Background: an optimization exercise with open tools, aiming at small area and a short achievable clock period. Do not read the settings as production practice. In this exercise RTL edits were held to simulation tests only and were not proved equivalent to the original. Power is estimated from default activity; no workload was simulated.

==> flow/design.v <==
module resolve(
	input [3:0] s0,
	input [4:0] s1, s2, s3, s4,
	input [3:0] s5,
	output [23:0] digits
);
	function [4:0] split1;
		input [4:0] s;
		reg [4:0] u;
		begin
			u = (s >= 5'd10) ? s - 5'd10 : s;
			split1 = {(s >= 5'd10), u[3:0]};
		end
	endfunction
	function [5:0] split2;
		input [4:0] s;
		reg [4:0] u;
		begin
			u = (s >= 5'd20) ? s - 5'd20 : (s >= 5'd10) ? s - 5'd10 : s;
			split2 = {(s >= 5'd20) ? 2'd2 : (s >= 5'd10) ? 2'd1 : 2'd0, u[3:0]};
		end
	endfunction
	wire [5:0] q1 = {1'b0, split1(s1)};
	wire [5:0] q2 = {1'b0, split1(s2)};
	wire [5:0] q3 = {1'b0, split1(s3)};
	wire [5:0] q4 = split2(s4);
	wire [3:0] w0 = s0;
	wire [3:0] w1 = q1[3:0];
	wire [3:0] w2 = q2[3:0] + q1[5:4];
	wire [3:0] w3 = q3[3:0] + q2[5:4];
	wire [3:0] w4 = q4[3:0] + q3[5:4];
	wire [3:0] w5 = s5 + q4[5:4];
	wire k1 = (w1 >= 4'd10) ? 1'b1 : 1'b0;
	wire k2 = (w2 >= 4'd10) | ((w2 == 4'd9) & k1);
	wire k3 = (w3 >= 4'd10) | ((w3 == 4'd9) & k2);
	wire k4 = (w4 >= 4'd10) | ((w4 == 4'd9) & k3);
	function [3:0] dig;
		input [3:0] w;
		input k;
		dig = (w + k >= 4'd10) ? w + k - 4'd10 : w + k;
	endfunction
	assign digits = {dig(w5, k4), dig(w4, k3), dig(w3, k2), dig(w2, k1), dig(w1, 1'b0), w0};
endmodule
module colDigits(
	input [7:0] bin,
	output [1:0] h,
	output [3:0] t,
	output [3:0] o
);
	function [3:0] add3;
		input [3:0] d;
		case (d)
			4'd5: add3 = 4'd8;
			4'd6: add3 = 4'd9;
			4'd7: add3 = 4'd10;
			4'd8: add3 = 4'd11;
			4'd9: add3 = 4'd12;
			4'd10, 4'd11, 4'd12, 4'd13, 4'd14, 4'd15: add3 = 4'bxxxx;
			default: add3 = d;
		endcase
	endfunction
	reg [19:0] s;
	integer i, d;
	always @(*) begin
		s = {12'd0, bin};
		for (i = 0; i < 8; i = i + 1) begin
			for (d = 0; d < 3; d = d + 1)
				s[8 + 4*d +: 4] = add3(s[8 + 4*d +: 4]);
			s = s << 1;
		end
	end
	assign o = s[11:8];
	assign t = s[15:12];
	assign h = s[17:16];
endmodule
module colDigits2(
	input [6:0] bin,
	output [3:0] t,
	output [3:0] o
);
	function [3:0] add3;
		input [3:0] d;
		case (d)
			4'd5: add3 = 4'd8;
			4'd6: add3 = 4'd9;
			4'd7: add3 = 4'd10;
			4'd8: add3 = 4'd11;
			4'd9: add3 = 4'd12;
			4'd10, 4'd11, 4'd12, 4'd13, 4'd14, 4'd15: add3 = 4'bxxxx;
			default: add3 = d;
		endcase
	endfunction
	reg [14:0] s;
	integer i, d;
	always @(*) begin
		s = {8'd0, bin};
		for (i = 0; i < 7; i = i + 1) begin
			for (d = 0; d < 2; d = d + 1)
				s[7 + 4*d +: 4] = add3(s[7 + 4*d +: 4]);
			s = s << 1;
		end
	end
	assign o = s[10:7];
	assign t = s[14:11];
endmodule
module seg7 (
	input [3:0] number,
	output [6:0] hex
);
	assign hex = (number == 4'd0) ? 7'b1000000 :
	             (number == 4'd1) ? 7'b1111001 :
	             (number == 4'd2) ? 7'b0100100 :
	             (number == 4'd3) ? 7'b0110000 :
	             (number == 4'd4) ? 7'b0011001 :
	             (number == 4'd5) ? 7'b0010010 :
	             (number == 4'd6) ? 7'b0000010 :
	             (number == 4'd7) ? 7'b1111000 :
	             (number == 4'd8) ? 7'b0000000 :
	             (number == 4'd9) ? 7'b0011000 : 7'b1111111;
endmodule
module calculator(
	input Clock,
	input [3:0] a0, a1, a2,
	input [3:0] b0, b1, b2,
	input signA,
	input zeroA,             
	input signB,
	input zeroB,
	input sameMag,           
	input lessMag,           
	input [3:0] operator,
	output reg [3:0] s0,
	output reg [4:0] s1, s2, s3, s4,
	output reg [3:0] s5,
	output reg sign,
	output reg high0         
);
	wire load = (operator[3:2] == 2'b11) && (operator[1:0] != 2'b00);
	wire isMul = operator[0] & ~operator[1];
	wire negA = signA & ~zeroA;
	wire negB = signB & ~zeroB;
	wire effB = negB ^ (operator[1] & ~operator[0]);
	wire diff = ~isMul & (negA ^ effB);      
	wire swap = diff & lessMag;               
	wire invB = diff & ~lessMag;              
	wire [3:0] bb0 = isMul ? b0 : {swap, 2'b00, 1'b1};
	wire [3:0] bb1 = isMul ? b1 : {swap, 2'b00, swap};
	wire [3:0] bb2 = isMul ? b2 : {swap, 2'b00, swap};
	wire [3:0] e0 = isMul ? 4'd0 : invB ? 4'd9 - b0 : b0;
	wire [3:0] e1 = isMul ? 4'd0 : invB ? 4'd9 - b1 : b1;
	wire [3:0] e2 = isMul ? 4'd0 : invB ? 4'd9 - b2 : b2;
	wire [6:0] c0;
	wire [7:0] c1, c2, c3;
	wire [6:0] c4;
	columns u_col (a0, a1, a2, bb0, bb1, bb2, e0, e1, e2, invB, c0, c1, c2, c3, c4);
	wire [1:0] h1, h2, h3;
	wire [3:0] t0, t1, t2, t3, t4;
	wire [3:0] o0, o1, o2, o3, o4;
	colDigits2 u_d0 (c0, t0, o0);
	colDigits u_d1 (c1, h1, t1, o1);
	colDigits u_d2 (c2, h2, t2, o2);
	colDigits u_d3 (c3, h3, t3, o3);
	colDigits2 u_d4 (c4, t4, o4);
	wire [4:0] n1 = o1 + t0;
	wire [4:0] n2 = o2 + t1;
	wire [4:0] n3 = o3 + t2 + h1[0];
	wire [4:0] n4 = o4 + t3 + h2;
	wire [3:0] n5 = t4 + h3[0];
	wire nextSign = isMul ? (negA ^ negB) :
	                diff ? (swap ? effB : (negA & ~sameMag)) : negA;
	always @(posedge Clock)
		if (load) begin
			s0 <= o0;
			s1 <= n1;
			s2 <= n2;
			s3 <= n3;
			s4 <= n4;
			s5 <= n5;
			sign <= nextSign;
			high0 <= diff;
		end
endmodule
module columns(
	input [3:0] a0, a1, a2,
	input [3:0] b0, b1, b2,
	input [3:0] e0, e1, e2,
	input cin,
	output [6:0] c0,
	output [7:0] c1, c2, c3,
	output [6:0] c4
);
	wire k1 = (a0[0] & b0[2]) ^ (a0[1] & b0[1]);
	wire k2 = (a0[0] & b0[2]) & (a0[1] & b0[1]);
	wire k3 = ((a0[0] & b0[3]) | (a0[1] & b0[2])) ^ ((a0[2] & b0[1]) | (a0[3] & b0[0]));
	wire k4 = ((a0[0] & b0[3]) | (a0[1] & b0[2])) & ((a0[2] & b0[1]) | (a0[3] & b0[0]));
	wire k5 = (a0[0] & b0[0]) ^ e0[0];
	wire k6 = (a0[0] & b0[0]) & e0[0];
	wire k7 = (a0[0] & b0[1]) ^ (a0[1] & b0[0]) ^ e0[1];
	wire k8 = ((a0[0] & b0[1]) & (a0[1] & b0[0])) | ((a0[0] & b0[1]) & e0[1]) | ((a0[1] & b0[0]) & e0[1]);
	wire k9 = k1 ^ (a0[2] & b0[0]) ^ e0[2];
	wire k10 = (k1 & (a0[2] & b0[0])) | (k1 & e0[2]) | ((a0[2] & b0[0]) & e0[2]);
	wire k11 = k2 ^ k3 ^ e0[3];
	wire k12 = (k2 & k3) | (k2 & e0[3]) | (k3 & e0[3]);
	wire k13 = k4 ^ ((a0[1] & b0[3]) | (a0[2] & b0[2]) | (a0[3] & b0[1]));
	wire k14 = k4 & ((a0[1] & b0[3]) | (a0[2] & b0[2]) | (a0[3] & b0[1]));
	assign c0 = {(a0[3] & b0[3]), k14, k12, k10, k8, k6, k5} + {1'b0, ((a0[2] & b0[3]) | (a0[3] & b0[2])), k13, k11, k9, k7, cin};
	wire k15 = (a0[0] & b1[2]) ^ (a0[1] & b1[1]);
	wire k16 = (a0[0] & b1[2]) & (a0[1] & b1[1]);
	wire k17 = (a0[0] & b1[1]) ^ (a0[1] & b1[0]);
	wire k18 = (a0[0] & b1[1]) & (a0[1] & b1[0]);
	wire k19 = k15 ^ (a0[2] & b1[0]) ^ (a1[0] & b0[2]);
	wire k20 = (k15 & (a0[2] & b1[0])) | (k15 & (a1[0] & b0[2])) | ((a0[2] & b1[0]) & (a1[0] & b0[2]));
	wire k21 = (a1[1] & b0[1]) ^ (a1[2] & b0[0]);
	wire k22 = (a1[1] & b0[1]) & (a1[2] & b0[0]);
	wire k23 = k16 ^ ((a0[0] & b1[3]) | (a0[1] & b1[2])) ^ ((a0[2] & b1[1]) | (a0[3] & b1[0]));
	wire k24 = (k16 & ((a0[0] & b1[3]) | (a0[1] & b1[2]))) | (k16 & ((a0[2] & b1[1]) | (a0[3] & b1[0]))) | (((a0[0] & b1[3]) | (a0[1] & b1[2])) & ((a0[2] & b1[1]) | (a0[3] & b1[0])));
	wire k25 = ((a1[0] & b0[3]) | (a1[1] & b0[2])) ^ ((a1[2] & b0[1]) | (a1[3] & b0[0])) ^ e1[3];
	wire k26 = (((a1[0] & b0[3]) | (a1[1] & b0[2])) & ((a1[2] & b0[1]) | (a1[3] & b0[0]))) | (((a1[0] & b0[3]) | (a1[1] & b0[2])) & e1[3]) | (((a1[2] & b0[1]) | (a1[3] & b0[0])) & e1[3]);
	wire k27 = k17 ^ (a1[0] & b0[1]);
	wire k28 = k17 & (a1[0] & b0[1]);
	wire k29 = k18 ^ k19 ^ k21;
	wire k30 = (k18 & k19) | (k18 & k21) | (k19 & k21);
	wire k31 = k20 ^ k22 ^ k23;
	wire k32 = (k20 & k22) | (k20 & k23) | (k22 & k23);
	wire k33 = k24 ^ k26 ^ ((a0[1] & b1[3]) | (a0[2] & b1[2]) | (a0[3] & b1[1]));
	wire k34 = (k24 & k26) | (k24 & ((a0[1] & b1[3]) | (a0[2] & b1[2]) | (a0[3] & b1[1]))) | (k26 & ((a0[1] & b1[3]) | (a0[2] & b1[2]) | (a0[3] & b1[1])));
	wire k35 = (a0[0] & b1[0]) ^ (a1[0] & b0[0]);
	wire k36 = (a0[0] & b1[0]) & (a1[0] & b0[0]);
	wire k37 = k27 ^ (a1[1] & b0[0]) ^ e1[1];
	wire k38 = (k27 & (a1[1] & b0[0])) | (k27 & e1[1]) | ((a1[1] & b0[0]) & e1[1]);
	wire k39 = k28 ^ k29 ^ e1[2];
	wire k40 = (k28 & k29) | (k28 & e1[2]) | (k29 & e1[2]);
	wire k41 = k30 ^ k31 ^ k25;
	wire k42 = (k30 & k31) | (k30 & k25) | (k31 & k25);
	wire k43 = k32 ^ k33 ^ ((a1[1] & b0[3]) | (a1[2] & b0[2]) | (a1[3] & b0[1]));
	wire k44 = (k32 & k33) | (k32 & ((a1[1] & b0[3]) | (a1[2] & b0[2]) | (a1[3] & b0[1]))) | (k33 & ((a1[1] & b0[3]) | (a1[2] & b0[2]) | (a1[3] & b0[1])));
	wire k45 = k34 ^ ((a0[2] & b1[3]) | (a0[3] & b1[2])) ^ ((a1[2] & b0[3]) | (a1[3] & b0[2]));
	wire k46 = (k34 & ((a0[2] & b1[3]) | (a0[3] & b1[2]))) | (k34 & ((a1[2] & b0[3]) | (a1[3] & b0[2]))) | (((a0[2] & b1[3]) | (a0[3] & b1[2])) & ((a1[2] & b0[3]) | (a1[3] & b0[2])));
	wire k47 = (a0[3] & b1[3]) ^ (a1[3] & b0[3]);
	wire k48 = (a0[3] & b1[3]) & (a1[3] & b0[3]);
	assign c1 = {k48, k46, k44, k42, k40, k38, k36, k35} + {1'b0, k47, k45, k43, k41, k39, k37, e1[0]};
	wire k49 = (a0[0] & b2[2]) ^ (a0[1] & b2[1]);
	wire k50 = (a0[0] & b2[2]) & (a0[1] & b2[1]);
	wire k51 = (a0[0] & b2[1]) ^ (a0[1] & b2[0]);
	wire k52 = (a0[0] & b2[1]) & (a0[1] & b2[0]);
	wire k53 = k49 ^ (a0[2] & b2[0]) ^ (a1[0] & b1[2]);
	wire k54 = (k49 & (a0[2] & b2[0])) | (k49 & (a1[0] & b1[2])) | ((a0[2] & b2[0]) & (a1[0] & b1[2]));
	wire k55 = (a1[1] & b1[1]) ^ (a1[2] & b1[0]) ^ (a2[0] & b0[2]);
	wire k56 = ((a1[1] & b1[1]) & (a1[2] & b1[0])) | ((a1[1] & b1[1]) & (a2[0] & b0[2])) | ((a1[2] & b1[0]) & (a2[0] & b0[2]));
	wire k57 = k50 ^ ((a0[0] & b2[3]) | (a0[1] & b2[2])) ^ ((a0[2] & b2[1]) | (a0[3] & b2[0]));
	wire k58 = (k50 & ((a0[0] & b2[3]) | (a0[1] & b2[2]))) | (k50 & ((a0[2] & b2[1]) | (a0[3] & b2[0]))) | (((a0[0] & b2[3]) | (a0[1] & b2[2])) & ((a0[2] & b2[1]) | (a0[3] & b2[0])));
	wire k59 = ((a1[0] & b1[3]) | (a1[1] & b1[2])) ^ ((a1[2] & b1[1]) | (a1[3] & b1[0])) ^ ((a2[0] & b0[3]) | (a2[1] & b0[2]));
	wire k60 = (((a1[0] & b1[3]) | (a1[1] & b1[2])) & ((a1[2] & b1[1]) | (a1[3] & b1[0]))) | (((a1[0] & b1[3]) | (a1[1] & b1[2])) & ((a2[0] & b0[3]) | (a2[1] & b0[2]))) | (((a1[2] & b1[1]) | (a1[3] & b1[0])) & ((a2[0] & b0[3]) | (a2[1] & b0[2])));
	wire k61 = k51 ^ (a1[0] & b1[1]) ^ (a1[1] & b1[0]);
	wire k62 = (k51 & (a1[0] & b1[1])) | (k51 & (a1[1] & b1[0])) | ((a1[0] & b1[1]) & (a1[1] & b1[0]));
	wire k63 = k52 ^ k53 ^ k55;
	wire k64 = (k52 & k53) | (k52 & k55) | (k53 & k55);
	wire k65 = (a2[1] & b0[1]) ^ (a2[2] & b0[0]);
	wire k66 = (a2[1] & b0[1]) & (a2[2] & b0[0]);
	wire k67 = k54 ^ k56 ^ k57;
	wire k68 = (k54 & k56) | (k54 & k57) | (k56 & k57);
	wire k69 = k59 ^ ((a2[2] & b0[1]) | (a2[3] & b0[0])) ^ e2[3];
	wire k70 = (k59 & ((a2[2] & b0[1]) | (a2[3] & b0[0]))) | (k59 & e2[3]) | (((a2[2] & b0[1]) | (a2[3] & b0[0])) & e2[3]);
	wire k71 = k58 ^ k60 ^ ((a0[1] & b2[3]) | (a0[2] & b2[2]) | (a0[3] & b2[1]));
	wire k72 = (k58 & k60) | (k58 & ((a0[1] & b2[3]) | (a0[2] & b2[2]) | (a0[3] & b2[1]))) | (k60 & ((a0[1] & b2[3]) | (a0[2] & b2[2]) | (a0[3] & b2[1])));
	wire k73 = ((a1[1] & b1[3]) | (a1[2] & b1[2]) | (a1[3] & b1[1])) ^ ((a2[1] & b0[3]) | (a2[2] & b0[2]) | (a2[3] & b0[1]));
	wire k74 = ((a1[1] & b1[3]) | (a1[2] & b1[2]) | (a1[3] & b1[1])) & ((a2[1] & b0[3]) | (a2[2] & b0[2]) | (a2[3] & b0[1]));
	wire k75 = ((a0[2] & b2[3]) | (a0[3] & b2[2])) ^ ((a1[2] & b1[3]) | (a1[3] & b1[2]));
	wire k76 = ((a0[2] & b2[3]) | (a0[3] & b2[2])) & ((a1[2] & b1[3]) | (a1[3] & b1[2]));
	wire k77 = (a0[0] & b2[0]) ^ (a1[0] & b1[0]);
	wire k78 = (a0[0] & b2[0]) & (a1[0] & b1[0]);
	wire k79 = k61 ^ (a2[0] & b0[1]) ^ (a2[1] & b0[0]);
	wire k80 = (k61 & (a2[0] & b0[1])) | (k61 & (a2[1] & b0[0])) | ((a2[0] & b0[1]) & (a2[1] & b0[0]));
	wire k81 = k62 ^ k63 ^ k65;
	wire k82 = (k62 & k63) | (k62 & k65) | (k63 & k65);
	wire k83 = k64 ^ k66 ^ k67;
	wire k84 = (k64 & k66) | (k64 & k67) | (k66 & k67);
	wire k85 = k68 ^ k70 ^ k71;
	wire k86 = (k68 & k70) | (k68 & k71) | (k70 & k71);
	wire k87 = k72 ^ k74 ^ k75;
	wire k88 = (k72 & k74) | (k72 & k75) | (k74 & k75);
	wire k89 = k76 ^ (a0[3] & b2[3]) ^ (a1[3] & b1[3]);
	wire k90 = (k76 & (a0[3] & b2[3])) | (k76 & (a1[3] & b1[3])) | ((a0[3] & b2[3]) & (a1[3] & b1[3]));
	wire k91 = k77 ^ (a2[0] & b0[0]);
	wire k92 = k77 & (a2[0] & b0[0]);
	wire k93 = k78 ^ k79 ^ e2[1];
	wire k94 = (k78 & k79) | (k78 & e2[1]) | (k79 & e2[1]);
	wire k95 = k80 ^ k81 ^ e2[2];
	wire k96 = (k80 & k81) | (k80 & e2[2]) | (k81 & e2[2]);
	wire k97 = k82 ^ k83 ^ k69;
	wire k98 = (k82 & k83) | (k82 & k69) | (k83 & k69);
	wire k99 = k84 ^ k85 ^ k73;
	wire k100 = (k84 & k85) | (k84 & k73) | (k85 & k73);
	wire k101 = k86 ^ k87 ^ ((a2[2] & b0[3]) | (a2[3] & b0[2]));
	wire k102 = (k86 & k87) | (k86 & ((a2[2] & b0[3]) | (a2[3] & b0[2]))) | (k87 & ((a2[2] & b0[3]) | (a2[3] & b0[2])));
	wire k103 = k88 ^ k89 ^ (a2[3] & b0[3]);
	wire k104 = (k88 & k89) | (k88 & (a2[3] & b0[3])) | (k89 & (a2[3] & b0[3]));
	assign c2 = {k104, k102, k100, k98, k96, k94, k92, k91} + {k90, k103, k101, k99, k97, k95, k93, e2[0]};
	wire k105 = (a1[0] & b2[2]) ^ (a1[1] & b2[1]) ^ (a1[2] & b2[0]);
	wire k106 = ((a1[0] & b2[2]) & (a1[1] & b2[1])) | ((a1[0] & b2[2]) & (a1[2] & b2[0])) | ((a1[1] & b2[1]) & (a1[2] & b2[0]));
	wire k107 = ((a1[0] & b2[3]) | (a1[1] & b2[2])) ^ ((a1[2] & b2[1]) | (a1[3] & b2[0]));
	wire k108 = ((a1[0] & b2[3]) | (a1[1] & b2[2])) & ((a1[2] & b2[1]) | (a1[3] & b2[0]));
	wire k109 = (a1[0] & b2[1]) ^ (a1[1] & b2[0]);
	wire k110 = (a1[0] & b2[1]) & (a1[1] & b2[0]);
	wire k111 = k105 ^ (a2[0] & b1[2]) ^ (a2[1] & b1[1]);
	wire k112 = (k105 & (a2[0] & b1[2])) | (k105 & (a2[1] & b1[1])) | ((a2[0] & b1[2]) & (a2[1] & b1[1]));
	wire k113 = k106 ^ k107 ^ ((a2[0] & b1[3]) | (a2[1] & b1[2]));
	wire k114 = (k106 & k107) | (k106 & ((a2[0] & b1[3]) | (a2[1] & b1[2]))) | (k107 & ((a2[0] & b1[3]) | (a2[1] & b1[2])));
	wire k115 = k108 ^ ((a1[1] & b2[3]) | (a1[2] & b2[2]) | (a1[3] & b2[1]));
	wire k116 = k108 & ((a1[1] & b2[3]) | (a1[2] & b2[2]) | (a1[3] & b2[1]));
	wire k117 = k109 ^ (a2[0] & b1[1]);
	wire k118 = k109 & (a2[0] & b1[1]);
	wire k119 = k110 ^ k111 ^ (a2[2] & b1[0]);
	wire k120 = (k110 & k111) | (k110 & (a2[2] & b1[0])) | (k111 & (a2[2] & b1[0]));
	wire k121 = k112 ^ k113 ^ ((a2[2] & b1[1]) | (a2[3] & b1[0]));
	wire k122 = (k112 & k113) | (k112 & ((a2[2] & b1[1]) | (a2[3] & b1[0]))) | (k113 & ((a2[2] & b1[1]) | (a2[3] & b1[0])));
	wire k123 = k114 ^ k115 ^ ((a2[1] & b1[3]) | (a2[2] & b1[2]) | (a2[3] & b1[1]));
	wire k124 = (k114 & k115) | (k114 & ((a2[1] & b1[3]) | (a2[2] & b1[2]) | (a2[3] & b1[1]))) | (k115 & ((a2[1] & b1[3]) | (a2[2] & b1[2]) | (a2[3] & b1[1])));
	wire k125 = k116 ^ ((a1[2] & b2[3]) | (a1[3] & b2[2])) ^ ((a2[2] & b1[3]) | (a2[3] & b1[2]));
	wire k126 = (k116 & ((a1[2] & b2[3]) | (a1[3] & b2[2]))) | (k116 & ((a2[2] & b1[3]) | (a2[3] & b1[2]))) | (((a1[2] & b2[3]) | (a1[3] & b2[2])) & ((a2[2] & b1[3]) | (a2[3] & b1[2])));
	wire k127 = (a1[3] & b2[3]) ^ (a2[3] & b1[3]);
	wire k128 = (a1[3] & b2[3]) & (a2[3] & b1[3]);
	assign c3 = {k128, k126, k124, k122, k120, k118, k117, (a1[0] & b2[0])} + {1'b0, k127, k125, k123, k121, k119, (a2[1] & b1[0]), (a2[0] & b1[0])};
	wire k129 = (a2[0] & b2[2]) ^ (a2[1] & b2[1]);
	wire k130 = (a2[0] & b2[2]) & (a2[1] & b2[1]);
	wire k131 = ((a2[0] & b2[3]) | (a2[1] & b2[2])) ^ ((a2[2] & b2[1]) | (a2[3] & b2[0]));
	wire k132 = ((a2[0] & b2[3]) | (a2[1] & b2[2])) & ((a2[2] & b2[1]) | (a2[3] & b2[0]));
	assign c4 = {(a2[3] & b2[3]), ((a2[2] & b2[3]) | (a2[3] & b2[2])), k132, k130, k129, (a2[0] & b2[1]), (a2[0] & b2[0])} + {1'b0, 1'b0, ((a2[1] & b2[3]) | (a2[2] & b2[2]) | (a2[3] & b2[1])), k131, (a2[2] & b2[0]), (a2[1] & b2[0]), 1'b0};
endmodule
module calc_core (
	input clk,
	input [12:0] op_a,       
	input [12:0] op_b,       
	input [3:0] operator,    
	output [6:0] hex0,       
	output [6:0] hex1,
	output [6:0] hex2,
	output [6:0] hex3,
	output [6:0] hex4,
	output [6:0] hex5,       
	output [6:0] hex6        
);
	wire zeroA = (op_a[11:0] == 12'd0);
	wire zeroB = (op_b[11:0] == 12'd0);
	wire sameMag = (op_a[11:0] == op_b[11:0]);
	wire lessMag = (op_a[11:0] < op_b[11:0]);
	wire [3:0] s0, s5;
	wire [4:0] s1, s2, s3, s4;
	wire sign, high0;
	calculator u_calc (clk, op_a[3:0], op_a[7:4], op_a[11:8], op_b[3:0], op_b[7:4], op_b[11:8],
		op_a[12], zeroA, op_b[12], zeroB, sameMag, lessMag, operator,
		s0, s1, s2, s3, s4, s5, sign, high0);
	wire [23:0] d;
	resolve u_res (s0, s1, s2, s3, s4, s5, d);
	wire [23:0] bcd = {d[23:12] & {12{~high0}}, d[11:0]};
	seg7 u_seg0 (bcd[3:0], hex0);
	seg7 u_seg1 (bcd[7:4], hex1);
	seg7 u_seg2 (bcd[11:8], hex2);
	seg7 u_seg3 (bcd[15:12], hex3);
	seg7 u_seg4 (bcd[19:16], hex4);
	seg7 u_seg5 (bcd[23:20], hex5);
	assign hex6 = sign ? 7'b0111111 : 7'b1000000;
endmodule
==> flow/flow/run.sh <==
#!/bin/bash
# Own layout flow: the standard ORFS flow (standard.sh), with synthesis
# mapping logic with flow/abc_area.script and without adder cells, and the
# extra make variables listed one per line in flow/make_args.txt.
set -euo pipefail
WORK=$(pwd)
rm -rf "$WORK/scripts_own"
cp -r "$FLOW_HOME/scripts" "$WORK/scripts_own"
cp "$WORK/flow/abc_area.script" "$WORK/scripts_own/abc_area.script"
ARGS=()
if [ -f "$WORK/flow/make_args.txt" ]; then
  while IFS= read -r line; do
    [ -n "$line" ] && ARGS+=("$line")
  done < "$WORK/flow/make_args.txt"
fi
bash standard.sh finish ABC_AREA=1 ADDER_MAP_FILE= SCRIPTS_DIR="$WORK/scripts_own" "${ARGS[@]}" > "$WORK/flow_make.log" 2>&1
==> flow/flow/abc_area.script <==
strash
dch
map -B 0.9
topo
stime -c
buffer -c
upsize -c
dnsize -c
==> flow/flow/make_args.txt <==
BUFFER_PORTS_ARGS=-buffer_cell sky130_fd_sc_hd__buf_2
SETUP_SLACK_MARGIN=10.5
TNS_END_PERCENT=10
SETUP_MOVE_SEQUENCE=sizeup,swap
==> flow/standard.sh <==
#!/bin/bash
# synth_recipe.tcl (not shown) runs the flow's synth.tcl, then flattens the netlist and writes it again
# the make line also repeats each setting of config.mk as NAME=value (left out here)
make -C /OpenROAD-flow-scripts/flow DESIGN_CONFIG=/design/flow/config.mk WORK_HOME=/design/flow/orfs CLKGATE_MAP_FILE= SYNTH_SCRIPT=/design/flow/synth_recipe.tcl "${@:-finish}"
==> flow/config.mk <==
export PLATFORM = sky130hd
export DESIGN_NAME = calc_core
export DESIGN_NICKNAME = calc_core
export VERILOG_FILES = /design/flow/design.v
export SDC_FILE = /design/flow/constraint.sdc
export NUM_CORES = 4
export LEC_CHECK = 0
export ABC_AREA = 1
export CAP_MARGIN = 20
export CORE_MARGIN = 2
export CORE_UTILIZATION = 60
export SLEW_MARGIN = 20
==> flow/constraint.sdc <==
create_clock -name core_clock -period 20.0 [get_ports {clk}]
set_input_delay 4.0000 -clock core_clock [delete_from_list [all_inputs] [get_ports {clk}]]
set_output_delay 4.0000 -clock core_clock [all_outputs]
set_load 0.01 [all_outputs]
==> results of run 1 <==
[per-layer routing]
layer	share of wire [%]	global-route usage [%]	vias to the layer above
li1	-	-	6379
met1	44	37.8	5300
met2	47	53.2	396
met3	6.3	2.93	77
met4	3.4	11.6	0
met5	0	0	-
[cells in the mapped netlist (18+ instances only)]
library cell	instances	area (um^2)
nand3_1	180	901
xnor2_1	18	158
inv_1	294	1100
inv_2	45	169
nor2_1	190	713
o21ai_0	65	325
o22ai_1	30	188
a21oi_1	46	230
nand4_1	30	188
xor2_1	47	412
nor3_1	28	140
nand2_2	40	250
nand2_1	722	2710
o21ai_1	23	115
edfxtp_1	30	901
[cell usage in the layout, fill, tap and decap left out, types with 29 or more instances in the layout]
cell,Yosys,routed
nand3_1,180,163
a21oi_1,46,41
buf_2,4,74
nand2_1,722,656
nand3_2,16,29
inv_1,294,284
xor2_1,47,45
o21ai_0,65,58
inv_2,45,46
edfxtp_1,30,30
nand2_2,40,100
nor2_1,190,176
nand4_1,30,30
[what timing repair did]
action | CTS | global route
gates resized for setup | 0 | 176
setup buffers | 0 | 0
endpoints found under the setup margin | 0 | 30
[registers in the layout (all words and copies together) (netlist names)]
| register | flops |
|---|---|
| u_calc.s1 | 5 |
| u_calc.high0 | 1 |
| u_calc.s2 | 5 |
| u_calc.s0 | 4 |
| u_calc.s3 | 5 |
| u_calc.s4 | 5 |
| u_calc.sign | 1 |
| u_calc.s5 | 4 |
[final timing paths]
check / start / to / slack (ps) / cells past startpoint
setup / recovery: op_a[2] / u_calc.s3[3] / 10900 / 45
hold / removal: op_a[12] / u_calc.sign / 4250 / 5
[power breakdown]
part / switching (uW) / internal [uW]
sequential: 15.3 / 131
clock: 27.3 / 45.3
combinational: 1130 / 595
total: 1170 / 772
[worst min-delay path, stage by stage]
cell,delay (ps)
buf_2,90
nand2_2,70
xor2_1,130
nand2_1,60
nand2_1,70
[area by class of cell]
cell class              count  area [um^2]
multi-input cells        1575         8270
fillers                  1625         5150
inverters                 343         1320
flip-flops and latches     30          901
repair buffers             79          408
well taps                 220          275
clock buffers               5          125
clock inverters             3         16.3
[cells by family after synthesis]
| logic type | Yosys count | synth area share, % |
|---|---|---|
| AND/OR/NAND/NOR | 1265 | 55.1 |
| XOR/XNOR | 70 | 6.47 |
| AO/OA/AOI/OAI | 239 | 14.8 |
| flip-flops | 30 | 8.96 |
| multiplexers | 1 | 0.112 |
| buffers and inverters | 372 | 14.6 |
[metrics by stage]
step | instances | hold slack, ps | cell area (um^2) | utilization (%) | worst slack (ps)
floorplan | 1977 | 4380 | 10100 | - | 11600
global placement | 2247 | 4530 | 10600 | 64.1 | 10510
detailed placement | 2247 | 4540 | 10600 | 64.1 | 10350
CTS | 2255 | 4250 | 10700 | 64.9 | 10630
global route | 2255 | 4290 | 11300 | 68.7 | 10390
finish | 2255 | 4250 | 11300 | 68.7 | 10900
==> results by group, run 1 <==
Floorplanning
  • Std cell rows: 47
  • Die Ht: approximately 130 um
  • Core box area: 0.0165 mm^2
  • Initial Utilization: 61.1%
  • Die width: between 100 and 150 um
  • IO Pins: 80
  • Die Area: around 0.018 mm^2

Yosys
  • Top_reg_cell synth: edfxtp_1
  • EDFF count, synth: 30
  • Ys async rst share: 0%
  • Synthesized area: 0.0101 mm^2
  • Gate Count Post-Synth: 1977
  • #FFs+latches synth: 30
  • Number of synthesis warnings: 4
  • Syn_area_per_cell: about 5.1 um^2
  • Syn nets: about 2000
  • Register area share after synthesis: 8.96%
  • Yosys cell types: 64

Critical path
  • Max stage delay on crit path: around 340 ps
  • WP data required: 20030 ps
  • Crit path max-delay cell type: nor2_1
  • Worst Path Arrival: slightly above 9000 ps
  • CP startpoint kind: input port
  • Most Frequent Cell on Critical Path: nand2_1
  • Critical path capture point type: flip-flop
  • Top delay family on crit path: simple AND/OR/NAND/NOR gates
  • Kind of critical path: in -> reg
  • CP bufs+invs: 7
  • Worst-path maximum fanout: 10

CTS
  • Depth of the CTS H-tree: 2
  • Reg clk slew, reported paths: around 50 ps
  • Root Buffer: clkbuf_16
  • Hold_buf cts: 0
  • TritonCTS Sinks: 30
  • CTS buffer count: 5
  • TritonCTS clock tree: done
  • Clock Tree Buf Depth: 2

Placed design
  • PortBufs: ~80
  • Final GP Congestion: approximately 0.97
  • Hpwl dp: about 22 mm

Power and ir drop
  • PD cells: between 150 and 200 mW/mm^2
  • VDD IR max: around 0.19 mV
  • P_leak: around 0.0063 uW
  • Design Power: ~1900 uW

Timing
  • Final Hold Fails: 0
  • Final Setup Violations: 0
  • Final critical-path share of the clock period: a little under half
  • RSZ-0062 raised after global routing: true
  • Slew @ Worst Pin: approximately 820 ps
  • Rel. slew slack: 44.9%
  • Max frequency: 110 MHz
  • Max-slew violations: 0
  • Setup_tns: 0 ps
  • Crit path time final: slightly above 9000 ps

Global routing
  • Vias in the first global route: 10600
  • Tot GR Track Use: 30.1%
  • Largest net degree at the start of global routing: 31
  • Total grt overflow: 0
  • First-pass GRT wire length: approximately 46 mm
  • Initial antenna violation count: 0

Run
  • Maxcap violations: 0

Final layout
  • Share of cells above drive strength 1: 19.4%
  • P&R area growth vs syn: 12.6%
  • Total inserted antenna cells: 0
  • Number of nets in the layout: around 2100

Route
  • Vias per inst: about 5.4
  • First drt pass iteration count: 6
  • Post-Route WL: around 28 mm
  • DRT iter0 DRCs: 802
  • Antenna Nets Post-Route: 0
  • Post-route DRC: 0
  • DR WL/cell: 12.2 um
  • Vias: around 12000

Min path
  • Worst min path class: in -> reg

Outcome
  • Status: timing/DRC/antenna clean
==> inputs of run 2 (changes only) <==
==> flow/flow/make_args.txt (replaced) <==
BUFFER_PORTS_ARGS=-buffer_cell sky130_fd_sc_hd__buf_2
==> run 2 against run 1 <==
Still clean on timing, DRC and antenna. Worst hold slack better by 8.8 ps. Wire length shrank 3.0%. Utilization fell by 3.8 points. Worst setup slack got worse by 370 ps.
==> results by group, run 2 <==
CTS
  • CTS buffer count: 5
  • Clock Tree Buf Depth: 2
  • Reg clk slew, reported paths: roughly 50 ps
  • Root Buffer: clkbuf_16
  • TritonCTS clock tree: done
  • Post-CTS sizing: 0
  • TritonCTS Sinks: 30
  • Buffers inserted by post-CTS timing repair: 0
  • Depth of the CTS H-tree: 2
  • Hold_buf cts: 0

Final layout
  • Fill count: roughly 1700
  • Total inserted antenna cells: 0
  • P&R area growth vs syn: 6.37%
  • Finished Layout Cells: roughly 2300
  • Most common cell after layout, fill and taps aside: nand2_1
  • Final core occ: between 60 and 70%
  • Register area: approximately 900 um^2
  • Commonest cells after routing, fill and taps aside: nand2_1, inv_1, nor2_1
  • Number of nets in the layout: a little over 2000
  • Area of the multi-input gates: around 0.0077 mm^2
  • Share of cells above drive strength 1: 12.9%

Yosys
  • Most common cell in the synthesized netlist: nand2_1
  • EDFF count, synth: 30
  • Synth top cells by count: nand2_1, inv_1, nor2_1, nand3_1, o21ai_0
  • Register area share after synthesis: 8.96%
  • #FFs+latches synth: 30
  • Ys async rst share: 0%
  • Synthesized area: between 0.01 and 0.015 mm^2
  • Leading area contributor after synthesis: nand2_1
  • Gate Count Post-Synth: approximately 2000
  • Syn_area_per_cell: between 5 and 6 um^2
  • Area contributors post-synth: nand2_1, inv_1, edfxtp_1, nand3_1, nor2_1
  • Number of synthesis warnings: 4
  • Syn nets: about 2000
  • Top cell type's share of synthesized area: a little over a quarter
  • Top_reg_cell synth: edfxtp_1
  • Yosys cell types: 64

Placed design
  • Post-Place Setup Slack: about 10000 ps
  • Final GP Congestion: between 0.9 and 1
  • Cells after DPL: 2247
  • Hpwl dp: 22.0 mm
  • PortBufs: just under 80

Global routing
  • Vias in the first global route: 10600
  • First-pass GRT wire length: between 40 and 50 mm
  • Largest net degree at the start of global routing: 31
  • Tot GR Track Use: between 30% and 40%
  • Total grt overflow: 0
  • Initial antenna violation count: 0

Timing
  • Rel. slew slack: 44.8%
  • Slew @ Worst Pin: around 820 ps
  • Final Setup Violations: 0
  • Setup_tns: 0 ps
  • Max frequency: 106 MHz
  • Max-slew violations: 0
  • Final Hold Fails: 0
  • Final critical-path share of the clock period: between 40% and 50%
  • Final worst slack: 10530 ps
  • RSZ-0062 raised after global routing: false
  • Crit path time final: ~9500 ps

Critical path
  • Critical path capture point type: flip-flop
  • Worst Path Arrival: ~9500 ps
  • Most Frequent Cell on Critical Path: nand2_1
  • Max stage delay on crit path: 480 ps
  • Kind of critical path: in -> reg
  • WP data required: roughly 20000 ps
  • Worst-path maximum fanout: 17
  • CP startpoint kind: input port
  • Crit path max-delay cell type: nor3_1

Route
  • DR WL/cell: between 10 and 15 um
  • Vias: about 12000
  • DRT iter0 DRCs: about 900
  • First drt pass iteration count: 6
  • Post-Route WL: ~27 mm
  • Antenna Nets Post-Route: 0
  • Post-route DRC: 0
  • Vias per inst: roughly 5.3

Outcome
  • Status: timing/DRC/antenna clean

Floorplanning
  • Die Area: around 0.018 mm^2
  • Initial Utilization: roughly 61%
  • Core box area: about 0.016 mm^2
  • Die width: 133 um
  • Die Ht: ~130 um
  • IO Pins: 80
  • Std cell rows: 47

Min path
  • Worst min path class: in -> reg

Power and ir drop
  • VDD IR max: 0.190 mV
  • PD cells: ~170 mW/mm^2
  • P_leak: approximately 0.0062 uW

Run
  • Maxcap violations: 0
-- run 2: cell type report --
class / instances / share of cell area [%]
multi-input cells: 1575 / 71.9
inverters: 343 / 12.1
repair buffers: 79 / 3.70
well taps: 220 / 2.57
flip-flops and latches: 30 / 8.42
clock buffers: 5 / 1.17
clock inverters: 3 / 0.152
-- run 2: worst max-delay path, delay by kind of cell --
family	cells	cell delay, ps
buffers and inverters	6	730
and+or+nand+nor	40	4290
AOI/OAI and AO/OA	3	480
-- run 2: per-stage QoR --
stage	instance area, um^2	power [uW]	hold WS (ps)
after floorplan	10100	1420	4380
after global placement	10600	1720	4530
after global routing	10700	2090	4290
final	10700	1840	4260
after detailed placement	10600	1760	4540
after CTS	10700	1830	4250
-- run 2: cells by family (layout without fill, tap and decap cells) --
group / Yosys count / in the layout / share of synthesized area (%)
DFF: 30 / 30 / 8.96
xor gates and xnor gates: 70 / 70 / 6.47
and+or+nand+nor: 1265 / 1265 / 55.1
buffers and inverters: 372 / 430 / 14.6
muxes: 1 / 1 / 0.112
AOI/OAI and AO/OA: 239 / 239 / 14.8
-- run 2: where the power goes --
part           leakage (uW)  internal [uW]  switching, uW  total [uW]
Combinational       0.00588            562           1060        1620
Clock             0.0000672           45.3           27.4        72.7
Sequential         0.000267            131           15.3         146
Total               0.00621            738           1100        1840
-- run 2: metal layers --
layer  global-route usage [%]  routed length [um]  up-vias
met5                        0                   0        -
met4                     11.6                 987        0
met3                     2.93                1690       84
met2                     53.2               12100      373
met1                     37.8               12000     5176
li1                         -                   -     6376
-- run 2: path summary, 6_finish.rpt --
kind / from / to / slack [ps] / depth (start not counted)
max: op_a[11] / u_calc.s3[3] / 10530 / 49
min: op_a[12] / u_calc.sign / 4260 / 5
==> inputs of run 3 (changes only) <==
--- a/flow/flow/run.sh
+++ b/flow/flow/run.sh
@@ -2,5 +2,6 @@
 # Own layout flow: the standard ORFS flow (standard.sh), with synthesis
 # mapping logic with flow/abc_area.script and without adder cells, and the
-# extra make variables listed one per line in flow/make_args.txt.
+# extra make variables listed one per line in flow/make_args.txt
+# (@WORK@ there stands for the work folder).
 set -euo pipefail
 WORK=$(pwd)
@@ -11,5 +12,5 @@
 if [ -f "$WORK/flow/make_args.txt" ]; then
   while IFS= read -r line; do
-    [ -n "$line" ] && ARGS+=("$line")
+    [ -n "$line" ] && ARGS+=("${line//@WORK@/$WORK}")
   done < "$WORK/flow/make_args.txt"
 fi
==> flow/flow/make_args.txt (replaced) <==
BUFFER_PORTS_ARGS=-inputs -buffer_cell sky130_fd_sc_hd__buf_2
POST_GLOBAL_PLACE_TCL=@WORK@/flow/ports.tcl
==> flow/flow/ports.tcl (new file) <==
# Output port buffers: buf_1, each drives one output pin with its fixed load.
# (The input ports get buf_2 from buffer_ports in global_place.tcl.)
buffer_ports -outputs -buffer_cell sky130_fd_sc_hd__buf_1
==> run 3 against run 2 <==
Total power is 2.3% lower. Cell count stayed put. Die area unchanged. Synthesized cell count unchanged. Sequential power barely moved. Flip-flop and latch count is the same. Wire length shrank 1.7%. Maximum frequency down 0.27%. Sequential share of layout area about the same. Critical path depth stayed put. Non-clock buffer count unchanged.
==> results by group, run 3 <==
Route
  • Vias: about 12000
  • DR WL/cell: 11.7 um
  • First drt pass iteration count: 6
  • Antenna Nets Post-Route: 0
  • DRT iter0 DRCs: 826
  • Vias per inst: approximately 5.3
  • Post-Route WL: between 20 and 30 mm
  • Post-route DRC: 0

Global routing
  • Vias in the first global route: about 10000
  • Total grt overflow: 0
  • Initial antenna violation count: 0
  • Largest net degree at the start of global routing: 31
  • Tot GR Track Use: between 20 and 30%
  • First-pass GRT wire length: 44.7 mm

Floorplanning
  • Die width: roughly 130 um
  • Core box area: between 0.015 and 0.02 mm^2
  • Die Area: 0.0178 mm^2
  • IO Pins: 80
  • Std cell rows: 47
  • Die Ht: approximately 130 um
  • Initial Utilization: between 60% and 70%

Final layout
  • Fill count: roughly 1700
  • Share of cells above drive strength 1: a little over a tenth
  • Finished Layout Cells: around 2300
  • Commonest cells after routing, fill and taps aside: nand2_1, inv_1, nor2_1
  • Area of the multi-input gates: between 0.007 and 0.008 mm^2
  • P&R area growth vs syn: 5.76%
  • Number of nets in the layout: between 2000 and 2500
  • Total inserted antenna cells: 0
  • Register area: around 900 um^2
  • Most common cell after layout, fill and taps aside: nand2_1

CTS
  • Root Buffer: clkbuf_16
  • Post-CTS sizing: 0
  • Reg clk slew, reported paths: 50 ps
  • CTS buffer count: 5
  • TritonCTS clock tree: done
  • TritonCTS Sinks: 30
  • Clock Tree Buf Depth: 2
  • Hold_buf cts: 0
  • Depth of the CTS H-tree: 2
  • Buffers inserted by post-CTS timing repair: 0

Placed design
  • PortBufs: about 80
  • Hpwl dp: 21.8 mm
  • Cells after DPL: 2247
  • Post-Place Setup Slack: 10320 ps

Yosys
  • Number of synthesis warnings: 4
  • Synth Area in Adders: 0%
  • Most common cell in the synthesized netlist: nand2_1
  • Ys async rst share: 0%
  • Top_reg_cell synth: edfxtp_1
  • Leading area contributor after synthesis: nand2_1
  • Simple-Gate Fraction of Synth Area: 55.1%
  • EDFF count, synth: 30
  • Synthesized area: 0.0101 mm^2
  • Syn_area_per_cell: between 5 and 6 um^2
  • Post-Synth XOR/XNOR Area: about 6.5%
  • Post-synthesis mux area share: less than 1%
  • Yosys cell types: 64
  • Area contributors post-synth: nand2_1, inv_1, edfxtp_1, nand3_1, nor2_1
  • Largest family of logic cells by synthesized area: simple AND/OR/NAND/NOR gates
  • Syn nets: around 2000
  • Complex-gate fraction of the synthesized area: between 10 and 15%
  • Synth top cells by count: nand2_1, inv_1, nor2_1, nand3_1, o21ai_0
  • Gate Count Post-Synth: a little under 2000
  • Register area share after synthesis: 8.96%
  • #FFs+latches synth: 30
  • Top cell type's share of synthesized area: 27.0%

Critical path
  • Kind of critical path: in -> reg
  • Most Frequent Cell on Critical Path: nand2_1
  • Max stage delay on crit path: ~500 ps
  • WP data required: around 20000 ps
  • CP startpoint kind: input port
  • Worst-path maximum fanout: 17
  • Critical path capture point type: flip-flop
  • Worst Path Arrival: about 9500 ps
  • Crit path max-delay cell type: nor3_1

Timing
  • Max frequency: between 100 and 150 MHz
  • RSZ-0062 raised after global routing: false
  • Rel. slew slack: between 40 and 50%
  • Final Hold Fails: 0
  • Hold_ws: approximately 4300 ps
  • Final critical-path share of the clock period: roughly 47%
  • Crit path time final: between 9000 and 10000 ps
  • Slew @ Worst Pin: between 800 and 900 ps
  • Final Setup Violations: 0
  • Setup_tns: 0 ps
  • Final worst slack: approximately 11000 ps
  • Max-slew violations: 0

Min path
  • Worst min path class: in -> reg

Outcome
  • Status: timing/DRC/antenna clean

Power and ir drop
  • PD cells: 169 mW/mm^2
  • P_leak: approximately 0.0061 uW
  • VDD IR max: approximately 0.20 mV

Run
  • Maxcap violations: 0
-- run 3: cell count changes in the layout (fill, tap and decap cells not counted) --
cell	previous run	this run
buf_1	0	49
buf_2	79	30
-- run 3: logic make-up (layout without fill, tap and decap cells) --
logic type	Yosys count	after routing
AND/OR/NAND/NOR	1265	1265
buffers and inverters	372	430
flip-flops	30	30
multiplexers	1	1
XOR/XNOR	70	70
AO/OA/AOI/OAI	239	239
-- run 3: metrics by stage --
| step | area (um^2) | utilization (%) | total power [uW] |
|---|---|---|---|
| detailed placement | 10500 | 63.7 | 1720 |
| global route | 10600 | 64.6 | 2050 |
| floorplan | 10100 | - | 1420 |
| finish | 10600 | 64.6 | 1800 |
| CTS | 10600 | 64.6 | 1800 |
| global placement | 10300 | 62.6 | 1610 |
-- run 3: path summary, 6_finish.rpt --
check                start      endpoint  slack [ps]  cells past startpoint
setup / recovery  op_a[11]  u_calc.s3[4]       10500                     49
hold / removal    op_a[12]   u_calc.sign        4260                      5
-- run 3: worst max-delay path, delay by kind of cell --
family / cells / cell delay, ps
buf+inv: 4 / 560
compound gates: 2 / 360
simple gates: 43 / 4600
-- run 3: layout make-up --
type | count | area share, %
Sequential cell | 30 | 8.47
Inverter | 343 | 12.2
Timing Repair Buffer | 79 | 3.14
Tap cell | 220 | 2.59
Clock buffer | 5 | 1.18
Multi-Input combinational cell | 1575 | 72.3
Clock inverter | 3 | 0.153
-- run 3: power by group --
| group | switching (uW) | internal, uW | leakage (uW) |
|---|---|---|---|
| clock network | 26.7 | 45.3 | 0.0000672 |
| registers | 14.7 | 131 | 0.000267 |
| logic | 1060 | 528 | 0.00573 |
-- run 3: per-layer routing --
layer | global-route usage [%] | up-vias | part of all wire, %
li1 | - | 6369 | -
met1 | 37.1 | 5061 | 45
met2 | 53.1 | 361 | 46
met3 | 2.40 | 65 | 5.9
met4 | 9.57 | 0 | 2.7
met5 | 0 | - | 0
==> inputs of run 4 (changes only) <==
--- a/flow/design.v
+++ b/flow/design.v
@@ -105,17 +105,14 @@
 endmodule
 module seg7 (
-	input [3:0] number,
+	input [3:0] n,
 	output [6:0] hex
 );
-	assign hex = (number == 4'd0) ? 7'b1000000 :
-	             (number == 4'd1) ? 7'b1111001 :
-	             (number == 4'd2) ? 7'b0100100 :
-	             (number == 4'd3) ? 7'b0110000 :
-	             (number == 4'd4) ? 7'b0011001 :
-	             (number == 4'd5) ? 7'b0010010 :
-	             (number == 4'd6) ? 7'b0000010 :
-	             (number == 4'd7) ? 7'b1111000 :
-	             (number == 4'd8) ? 7'b0000000 :
-	             (number == 4'd9) ? 7'b0011000 : 7'b1111111;
+	assign hex[6] = (n[2] & n[1] & n[0]) | (~n[3] & ~n[2] & ~n[1]);
+	assign hex[5] = (n[1] & n[0]) | (~n[2] & n[1]) | (~n[3] & ~n[2] & n[0]);
+	assign hex[4] = n[0] | (n[2] & ~n[1]);
+	assign hex[3] = (~n[2] & ~n[1] & n[0]) | (n[2] & ~n[1] & ~n[0]) | (n[2] & n[1] & n[0]);
+	assign hex[2] = ~n[2] & n[1] & ~n[0];
+	assign hex[1] = n[2] & (n[1] ^ n[0]);
+	assign hex[0] = ~(n[3] | n[1] | (~n[2] & ~n[0]) | (n[2] & n[0]));
 endmodule
 module calculator(
--- a/flow/flow/run.sh
+++ b/flow/flow/run.sh
@@ -2,6 +2,5 @@
 # Own layout flow: the standard ORFS flow (standard.sh), with synthesis
 # mapping logic with flow/abc_area.script and without adder cells, and the
-# extra make variables listed one per line in flow/make_args.txt
-# (@WORK@ there stands for the work folder).
+# extra make variables listed one per line in flow/make_args.txt.
 set -euo pipefail
 WORK=$(pwd)
@@ -12,5 +11,5 @@
 if [ -f "$WORK/flow/make_args.txt" ]; then
   while IFS= read -r line; do
-    [ -n "$line" ] && ARGS+=("${line//@WORK@/$WORK}")
+    [ -n "$line" ] && ARGS+=("$line")
   done < "$WORK/flow/make_args.txt"
 fi
==> flow/flow/make_args.txt (replaced) <==
BUFFER_PORTS_ARGS=-buffer_cell sky130_fd_sc_hd__buf_2
removed: flow/flow/ports.tcl
==> run 4 against run 3 <==
Highest routed layer unchanged. First-iteration DRC count is 8.2% lower. Critical path depth is 2 higher. Maximum frequency is 1.7% lower. Still clean. Wire length is 0.28% higher. Sequential power hardly changed. Largest power group unchanged. Combinational power hardly changed. Synthesized cell count is 2.4% lower. Critical path type unchanged. Clock-buffer cell count stayed put. Worst setup slack worse by 160 ps. Total power hardly changed.
==> results by group, run 4 <==
Outcome
  • Status: timing/DRC/antenna clean

Timing
  • Crit path time final: slightly below 10000 ps
  • Max-slew violations: 0
  • Setup_tns: 0 ps
  • Final critical-path share of the clock period: between 40% and 50%
  • Slew @ Worst Pin: 786 ps
  • Rel. slew slack: a little under half
  • RSZ-0062 raised after global routing: false
  • Max frequency: ~100 MHz
  • Final Setup Violations: 0
  • Final Hold Fails: 0

Placed design
  • Placed Area: just over 0.01 mm^2
  • Final GP Congestion: about 1.0
  • Cells after DPL: 2198
  • Hpwl dp: roughly 22 mm
  • PortBufs: just under 80

Floorplanning
  • Initial Utilization: a little over 60%
  • Die Area: 0.0172 mm^2
  • Die width: 131 um
  • IO Pins: 80
  • Std cell rows: 46
  • Die Ht: 131 um
  • Core box area: approximately 0.016 mm^2

Yosys
  • Synth top cells by count: nand2_1, inv_1, nor2_1, nand3_1, o21ai_0
  • Syn nets: 1961
  • Synthesized area: 0.00970 mm^2
  • Ys async rst share: 0%
  • EDFF count, synth: 30
  • Top cell type's share of synthesized area: about 28%
  • Leading area contributor after synthesis: nand2_1
  • Most common cell in the synthesized netlist: nand2_1
  • Syn_area_per_cell: 5.03 um^2
  • Gate Count Post-Synth: 1930
  • Number of synthesis warnings: 4
  • Register area share after synthesis: 9.28%
  • Top_reg_cell synth: edfxtp_1
  • #FFs+latches synth: 30
  • Area contributors post-synth: nand2_1, inv_1, edfxtp_1, nand3_1, nor2_1
  • Yosys cell types: 57

Min path
  • Worst min path class: in -> reg

Power and ir drop
  • Design Power: ~1800 uW
  • PD cells: between 150 and 200 mW/mm^2
  • VDD IR max: 0.158 mV
  • P_leak: roughly 0.0059 uW

Final layout
  • Area of the multi-input gates: approximately 0.0075 mm^2
  • Commonest cells after routing, fill and taps aside: nand2_1, inv_1, nor2_1
  • Most common cell after layout, fill and taps aside: nand2_1
  • P&R area growth vs syn: 6.60%
  • Share of cells above drive strength 1: roughly 11%
  • Register area: about 900 um^2
  • Number of nets in the layout: 2020
  • Finished Layout Cells: about 2200
  • Fill count: 1669
  • Total inserted antenna cells: 0
  • Design Area, Final: around 0.010 mm^2

Global routing
  • Initial antenna violation count: 0
  • Vias in the first global route: 10100
  • Total grt overflow: 0
  • First-pass GRT wire length: between 40 and 50 mm
  • Largest net degree at the start of global routing: 31
  • Tot GR Track Use: between 30% and 40%

Critical path
  • CP bufs+invs: 5
  • Max stage delay on crit path: 540 ps
  • CP startpoint kind: input port
  • Worst Path Arrival: slightly below 10000 ps
  • Top delay family on crit path: simple AND/OR/NAND/NOR gates
  • Worst-path maximum fanout: 16
  • WP data required: 20030 ps
  • Critical path capture point type: flip-flop
  • Most Frequent Cell on Critical Path: nand2_1
  • Kind of critical path: in -> reg
  • Crit path max-delay cell type: nor2_2

CTS
  • Hold_buf cts: 0
  • Clock Tree Buf Depth: 2
  • TritonCTS Sinks: 30
  • TritonCTS clock tree: done
  • Reg clk slew, reported paths: approximately 50 ps
  • Buffers inserted by post-CTS timing repair: 0
  • Post-CTS sizing: 0
  • Root Buffer: clkbuf_16
  • Depth of the CTS H-tree: 2
  • CTS buffer count: 5

Route
  • DRT iter0 DRCs: approximately 760
  • DR WL/cell: roughly 12 um
  • First drt pass iteration count: 8
  • Antenna Nets Post-Route: 0
  • Post-route DRC: 0
  • Vias: between 10000 and 15000
  • Vias per inst: between 5 and 6
  • Post-Route WL: 26.4 mm

Run
  • Maxcap violations: 0
[run 4: cell types whose count changed in the layout (fill, tap and decap cells not counted), moves of 7 or more]
cell     delta
nor2_1     +12
or2_2       +7
nand3_1    -14
nand2_1    +14
buf_1      -49
buf_2      +49
inv_1      -35
nor3_1      -7
o21ai_0    +22
nand2_2     -9
inv_2      -20
a21oi_2     -8
[run 4: through the flow]
step                      util [%]  hold WS (ps)  setup WS, ps
final                         65.4          4320         10340
after global routing          65.4          4350          9550
after CTS                     65.4          4300         10430
after detailed placement      64.5          4500         10210
after global placement        64.5          4490         10370
after floorplan                  -          4360         11610
[run 4: path summary, 6_finish.rpt]
| kind | from | endpoint | slack, ps | cells past startpoint |
|---|---|---|---|---|
| setup / recovery | operator[1] | u_calc.s3[4] | 10340 | 51 |
| hold / removal | op_b[12] | u_calc.sign | 4320 | 5 |
[run 4: report_power, final]
group	internal, uW	switching (uW)
Sequential	130	13.1
Clock	43.9	23.6
Combinational	550	1040
Total	724	1080
[run 4: logic make-up after synthesis]
kind of cell / Yosys count / synth area share, %
xor gates and xnor gates: 68 / 6.60
and+or+nand+nor: 1269 / 56.6
buffers and inverters: 322 / 13.1
muxes: 2 / 0.219
AOI/OAI and AO/OA: 239 / 14.2
DFF: 30 / 9.28
[run 4: per-layer routing]
layer | wire length (um) | global-route usage (%)
met1 | 11900 | 39.7
met2 | 11700 | 51.3
met3 | 1910 | 2.93
met4 | 896 | 11.8
met5 | 0 | 0
[run 4: area by class of cell]
cell class | instances | area share (%)
multi-input cells | 1578 | 72.8
inverters | 294 | 10.8
flip-flops and latches | 30 | 8.71
repair buffers | 80 | 3.89
well taps | 216 | 2.61
clock buffers | 5 | 1.21
clock inverters | 1 | 0.0363
==> inputs of run 5 (changes only) <==
==> flow/flow/abc_area.script (replaced) <==
strash
dc2
dch -f
map -B 0.9
strash
dch -f
map -B 0.9
topo
stime -c
buffer -c
upsize -c
dnsize -c
==> run 5 against run 4 <==
Via count fell by 10%. Non-clock buffer count shrank 1. Clock power is 25% higher. Clock-buffer cell count did not move. Sequential share of layout area up 0.63 points. Wire length shrank 12%. Total power up 0.82%. Cell count fell by 9.7%. Area after synthesis is 6.9% lower. Synthesized cell count shrank 9.5%. Largest cell class unchanged.
==> results by group, run 5 <==
Outcome
  • Status: timing/DRC/antenna clean

Critical path
  • CP startpoint kind: input port
  • WP data required: roughly 20000 ps
  • Critical path depth: between 40 and 50
  • Critical path origin: op_a[6]
  • Worst-path maximum fanout: 13
  • Worst Path Arrival: ~9900 ps
  • CP bufs+invs: 6
  • Critical path capture point type: flip-flop
  • Top delay family on crit path: simple AND/OR/NAND/NOR gates
  • Kind of critical path: in -> reg
  • Max stage delay on crit path: 430 ps
  • Crit path max-delay cell type: inv_1
  • Most Frequent Cell on Critical Path: nand2_1

Route
  • Post-Route WL: 23.2 mm
  • Post-route DRC: 0
  • Vias: 10500
  • Antenna Nets Post-Route: 0
  • First drt pass iteration count: 5
  • DR WL/cell: 11.7 um
  • DRT iter0 DRCs: ~700
  • Vias per inst: 5.28

Min path
  • Hold path endpoint: u_calc.high0
  • Hold path cells: 4
  • Worst min path class: in -> reg
  • Hold Startpoint: op_a[12]

Timing
  • Setup_tns: 0 ps
  • Max frequency: 102 MHz
  • Hold_ws: about 4300 ps
  • Max-slew violations: 0
  • RSZ-0062 raised after global routing: false
  • Crit path time final: ~9800 ps
  • Rel. slew slack: ~47%
  • Final worst slack: 10170 ps
  • Final Hold Fails: 0
  • Final critical-path share of the clock period: roughly 49%
  • Final Setup Violations: 0
  • Slew @ Worst Pin: a little under 800 ps

CTS
  • Hold_buf cts: 0
  • Root Buffer: clkbuf_16
  • Depth of the CTS H-tree: 2
  • Post-CTS sizing: 0
  • CTS buffer count: 5
  • Buffers inserted by post-CTS timing repair: 0
  • TritonCTS clock tree: done
  • Clock Tree Buf Depth: 2
  • TritonCTS Sinks: 30
  • Reg clk slew, reported paths: 60 ps

Placed design
  • Post-Place Setup Slack: slightly above 10000 ps
  • Final GP Congestion: ~1.0
  • PortBufs: about 80
  • Placed Area: roughly 0.0095 mm^2
  • Cells after DPL: 1982
  • Hpwl dp: 19.2 mm

Yosys
  • Register area share after synthesis: 9.98%
  • Top cell type's share of synthesized area: roughly a quarter
  • Gate Count Post-Synth: roughly 1700
  • Area contributors post-synth: nand2_1, inv_1, edfxtp_1, nand3_1, nor2_1
  • Top_reg_cell synth: edfxtp_1
  • EDFF count, synth: 30
  • Leading area contributor after synthesis: nand2_1
  • Syn nets: between 1500 and 2000
  • Syn_area_per_cell: just over 5 um^2
  • Synth top cells by count: nand2_1, inv_1, nor2_1, nand3_1, o21ai_0
  • Ys async rst share: 0%
  • Yosys cell types: 60
  • Synthesized area: approximately 0.009 mm^2
  • Most common cell in the synthesized netlist: nand2_1
  • #FFs+latches synth: 30
  • Number of synthesis warnings: 4

Global routing
  • Largest net degree at the start of global routing: 31
  • Tot GR Track Use: about 30%
  • Total grt overflow: 0
  • Initial antenna violation count: 0
  • First-pass GRT wire length: approximately 41 mm
  • Vias in the first global route: 9389

Final layout
  • Number of nets in the layout: roughly 1800
  • P&R area growth vs syn: 6.80%
  • Commonest cells after routing, fill and taps aside: nand2_1, inv_1, nor2_1
  • Fill count: 1458
  • Design Area, Final: a little under 0.01 mm^2
  • Finished Layout Cells: approximately 2000
  • Share of cells above drive strength 1: a little under an eighth
  • Total inserted antenna cells: 0
  • Most common cell after layout, fill and taps aside: nand2_1

Power and ir drop
  • Int Power: between 700 and 800 uW
  • Sw Ratio: between 50% and 60%
  • Psw: ~1100 uW
  • VDD IR max: approximately 0.11 mV
  • Combinational group share of total power: between 80 and 90%
  • P_leak: 0.00561 uW
  • PD cells: 188 mW/mm^2
  • Register share of total power: 8.4%
  • Clk pwr share: about 4.7%

Floorplanning
  • Die Ht: 127 um
  • IO Pins: 80
  • Die width: between 100 and 150 um
  • Core box area: roughly 0.015 mm^2
  • Die Area: ~0.016 mm^2
  • Initial Utilization: between 60% and 70%
  • Std cell rows: 44

Run
  • Maxcap violations: 0
[run 5: cell count changes in the layout (fill, tap and decap cells not counted), sizes merged, moves of 7 or more]
cell	previous run	this run
nand2	773	654
nor2	217	178
nand3	180	160
inv	286	303
o21ai	122	107
o22ai	33	47
nand4	34	23
xor2	46	56
a21oi	52	45
nand3b	17	10
[run 5: worst max path at each step]
stage / endpoint / slack, ps
3_5_place_dp: u_calc.s4[3] / 10060
4_1_cts: u_calc.s4[3] / 10290
2_1_floorplan: u_calc.s1[3] / 11290
3_3_place_gp: u_calc.s4[3] / 10170
5_1_grt: u_calc.s4[3] / 9430
6_report: u_calc.s4[3] / 10170
[run 5: cell type report]
cell class / count / area [um^2] / area share [%]
flip-flops and latches: 30 / 901 / 9.34
repair buffers: 79 / 395 / 4.10
multi-input cells: 1385 / 6810 / 70.6
clock buffers: 5 / 125 / 1.30
inverters: 304 / 1150 / 11.9
clock inverters: 3 / 40.0 / 0.415
well taps: 184 / 230 / 2.39
[run 5: kinds of logic (layout without fill, tap and decap cells)]
logic type / Yosys count / count (layout) / share of synthesized area, %
AO/OA/AOI/OAI: 239 / 239 / 16.0
XOR/XNOR: 77 / 77 / 7.80
adder cells (fa/ha/maj): 1 / 1 / 0.111
buffers and inverters: 331 / 391 / 14.6
flip-flops: 30 / 30 / 9.98
AND/OR/NAND/NOR: 1068 / 1068 / 51.4
[run 5: stage by stage]
step	total power [uW]	utilization [%]
after global placement	1690	64.7
after CTS	1820	65.9
after global routing	2080	65.9
final	1820	65.9
after detailed placement	1720	64.7
after floorplan	1420	-
[run 5: worst min-delay path: stages]
cell     delay, ps
buf_2          130
nand2_2         90
nor2_1          70
nor2_4         160
[run 5: routing by layer]
layer / global-route usage [%] / up-vias / routed length, um
met3: 3.63 / 68 / 1610
met2: 50.8 / 339 / 10200
met5: 0 / - / 0
li1: - / 5667 / -
met4: 11.3 / 0 / 743
met1: 38.6 / 4426 / 10700
[run 5: power by group through the flow]
| stage | clock network [uW] | registers (uW) | logic, uW |
|---|---|---|---|
| detailed placement | 0 | 153 | 1570 |
| CTS | 85.1 | 152 | 1580 |
| finish | 84.5 | 152 | 1580 |
| global placement | 0 | 152 | 1540 |
| floorplan | 0 | 149 | 1270 |
| global route | 88.6 | 155 | 1840 |
==> inputs of run 6 (changes only) <==
==> flow/flow/abc_area.script (replaced) <==
strash
dc2
dch -f
map -B 0.9
topo
stime -c
buffer -c
upsize -c
dnsize -c
==> run 6 against run 5 <==
Global-route usage decreased by 0.22 points. Area after synthesis increased by 1.3%. Cell count rose by 0.65%. Sequential share of layout area is 0.11 points lower. Design area increased by 1.2%. Total power is 0.15% higher. Non-clock buffer count is 2 higher. Synthesized cell count up 0.57%. Sequential power barely moved. Critical endpoint is now u_calc.s2[3]. Largest power group unchanged.
==> results by group, run 6 <==
Yosys
  • Synthesized area: between 0.009 and 0.01 mm^2
  • #FFs+latches synth: 30
  • Top cell type's share of synthesized area: 25.1%
  • Register area share after synthesis: under 10%
  • EDFF count, synth: 30
  • Most common cell in the synthesized netlist: nand2_1
  • Ys async rst share: 0%
  • Syn_area_per_cell: between 5 and 6 um^2
  • Area contributors post-synth: nand2_1, inv_1, edfxtp_1, nand3_1, nor2_1
  • Gate Count Post-Synth: between 1500 and 2000
  • Synth top cells by count: nand2_1, inv_1, nor2_1, nand3_1, o21ai_0
  • Number of synthesis warnings: 4
  • Leading area contributor after synthesis: nand2_1
  • Syn nets: between 1500 and 2000
  • Top_reg_cell synth: edfxtp_1
  • Yosys cell types: 61

Critical path
  • CP startpoint kind: input port
  • Most Frequent Cell on Critical Path: nand2_1
  • Worst-path maximum fanout: 15
  • Critical path capture point type: flip-flop
  • Kind of critical path: in -> reg
  • WP data required: 20030 ps
  • Worst Path Arrival: about 9700 ps
  • Crit path max-delay cell type: inv_1
  • Max stage delay on crit path: between 300 and 400 ps

Floorplanning
  • Die width: about 130 um
  • Die Area: 0.0162 mm^2
  • IO Pins: 80
  • Core box area: 0.0150 mm^2
  • Die Ht: 127 um
  • Initial Utilization: 60.8%
  • Std cell rows: 45

Route
  • Antenna Nets Post-Route: 0
  • Vias: ~11000
  • Post-Route WL: 24.0 mm
  • Vias per inst: about 5.3
  • First drt pass iteration count: 6
  • DR WL/cell: roughly 12 um
  • Post-route DRC: 0
  • DRT iter0 DRCs: about 750

Placed design
  • Post-Place Setup Slack: a little over 10000 ps
  • Hpwl dp: around 20 mm
  • Cells after DPL: ~2000
  • PortBufs: just under 80
  • Final GP Congestion: 0.979

Timing
  • Final Setup Violations: 0
  • Setup_tns: 0 ps
  • Slew @ Worst Pin: approximately 570 ps
  • Final Hold Fails: 0
  • Rel. slew slack: roughly three fifths
  • Max frequency: just over 100 MHz
  • Final worst slack: just over 10000 ps
  • Final critical-path share of the clock period: ~48%
  • RSZ-0062 raised after global routing: false
  • Max-slew violations: 0
  • Crit path time final: just under 10000 ps
  • Hold_ws: between 4000 and 5000 ps

Outcome
  • Status: timing/DRC/antenna clean

CTS
  • Root Buffer: clkbuf_16
  • CTS buffer count: 5
  • Clock Tree Buf Depth: 2
  • Buffers inserted by post-CTS timing repair: 0
  • Hold_buf cts: 0
  • Depth of the CTS H-tree: 2
  • TritonCTS clock tree: done
  • Post-CTS sizing: 0
  • TritonCTS Sinks: 30
  • Reg clk slew, reported paths: 50 ps

Final layout
  • Share of cells above drive strength 1: roughly 14%
  • Final core occ: approximately 65%
  • Most common cell after layout, fill and taps aside: nand2_1
  • Finished Layout Cells: about 2000
  • P&R area growth vs syn: 6.75%
  • Commonest cells after routing, fill and taps aside: nand2_1, inv_1, nor2_1
  • Total inserted antenna cells: 0
  • Fill count: 1524
  • Number of nets in the layout: about 1800

Power and ir drop
  • P_leak: around 0.0056 uW
  • VDD IR max: roughly 0.14 mV
  • PD cells: around 190 mW/mm^2

Min path
  • Hold path cells: 2
  • Worst min path class: in -> reg

Run
  • Maxcap violations: 0

Global routing
  • Total grt overflow: 0
  • Largest net degree at the start of global routing: 30
  • Tot GR Track Use: 29.6%
  • Vias in the first global route: 9195
  • Initial antenna violation count: 0
  • First-pass GRT wire length: just over 40 mm
run 6: cell count changes after synthesis, sizes merged, moves of 3 or more:
cell,delta
xor2,-5
o21a,-4
nor3,-3
nand4,+8
inv,+6
nand3,+3
clkbuf,+5
a21o,+6
nor2,-7
a21oi,-9
xnor2,-3
nand2,+4
nand3b,+5
o31ai,+3
run 6: path summary, 6_finish.rpt:
| kind | start | endpoint | slack (ps) |
|---|---|---|---|
| worst min-delay path | operator[3] | u_calc.high0 | 4110 |
| worst max-delay path | op_a[10] | u_calc.s2[3] | 10350 |
run 6: kinds of logic after synthesis:
logic type | share of synthesized area (%)
AND/OR/NAND/NOR | 52.4
AO/OA/AOI/OAI | 16.3
buffers and inverters | 14.7
XOR/XNOR | 6.69
flip-flops | 9.85
adder cells (fa/ha/maj) | 0.109
run 6: cell type report:
type                    instances  area, um^2  area share [%]
repair buffers                 81         410            4.20
well taps                     188         235            2.41
multi-input cells            1385        6900            70.7
inverters                     311        1170            12.0
clock inverters                 2        8.76          0.0897
clock buffers                   6         129            1.32
flip-flops and latches         30         901            9.23
run 6: routing by layer:
metal,global-route usage [%],part of all wire (%),up-vias
li1,-,-,5717
met1,38.2,44,4512
met2,51.0,45,381
met3,2.47,6.8,78
met4,11.8,3.9,0
met5,0,0,-
run 6: report_power, final:
group / internal (uW) / switching (uW) / total, uW
Combinational: 565 / 1030 / 1600
Clock: 45.3 / 24.6 / 69.9
Sequential: 136 / 16.5 / 153
Total: 746 / 1070 / 1820
run 6: through the flow:
step           cell area, um^2  power, uW
2_1_floorplan             9150       1420
3_3_place_gp              9620       1710
3_5_place_dp              9620       1740
4_1_cts                   9760       1820
5_1_grt                   9760       2080
6_report                  9760       1820
run 6: critical path: cells and delay by family:
family	cells	cell delay, ps
and+or+nand+nor	48	4760
buffers and inverters	3	520
AOI/OAI and AO/OA	2	400

[re-timing with driven ports]
The results above use ideal ports. As a check the final layouts listed here were re-extracted and re-timed, cells and wires unchanged.
Step 1 assumes that a clkbuf_16 drives the clock port and a buf_2 every other input.
Step 2 also shifts input and output timing later by t, the mid clock arrival at the registers, as if the neighbouring blocks saw the same clock.
Slacks: no drivers / after step 1 / after step 2; pairs: no drivers / after step 1.
run	shift t [ns]	setup WS [ns]
run 1	0.313	10.901 / 10.916 / 10.603
run 2	0.311	10.528 / 10.540 / 10.229
run 3	0.311	10.503 / 10.518 / 10.207
run 4	0.312	10.341 / 10.360 / 10.047
run 5	0.319	10.168 / 10.190 / 9.871
run 6	0.308	10.351 / 10.370 / 10.062
After both steps setup and hold are still met in every run listed.
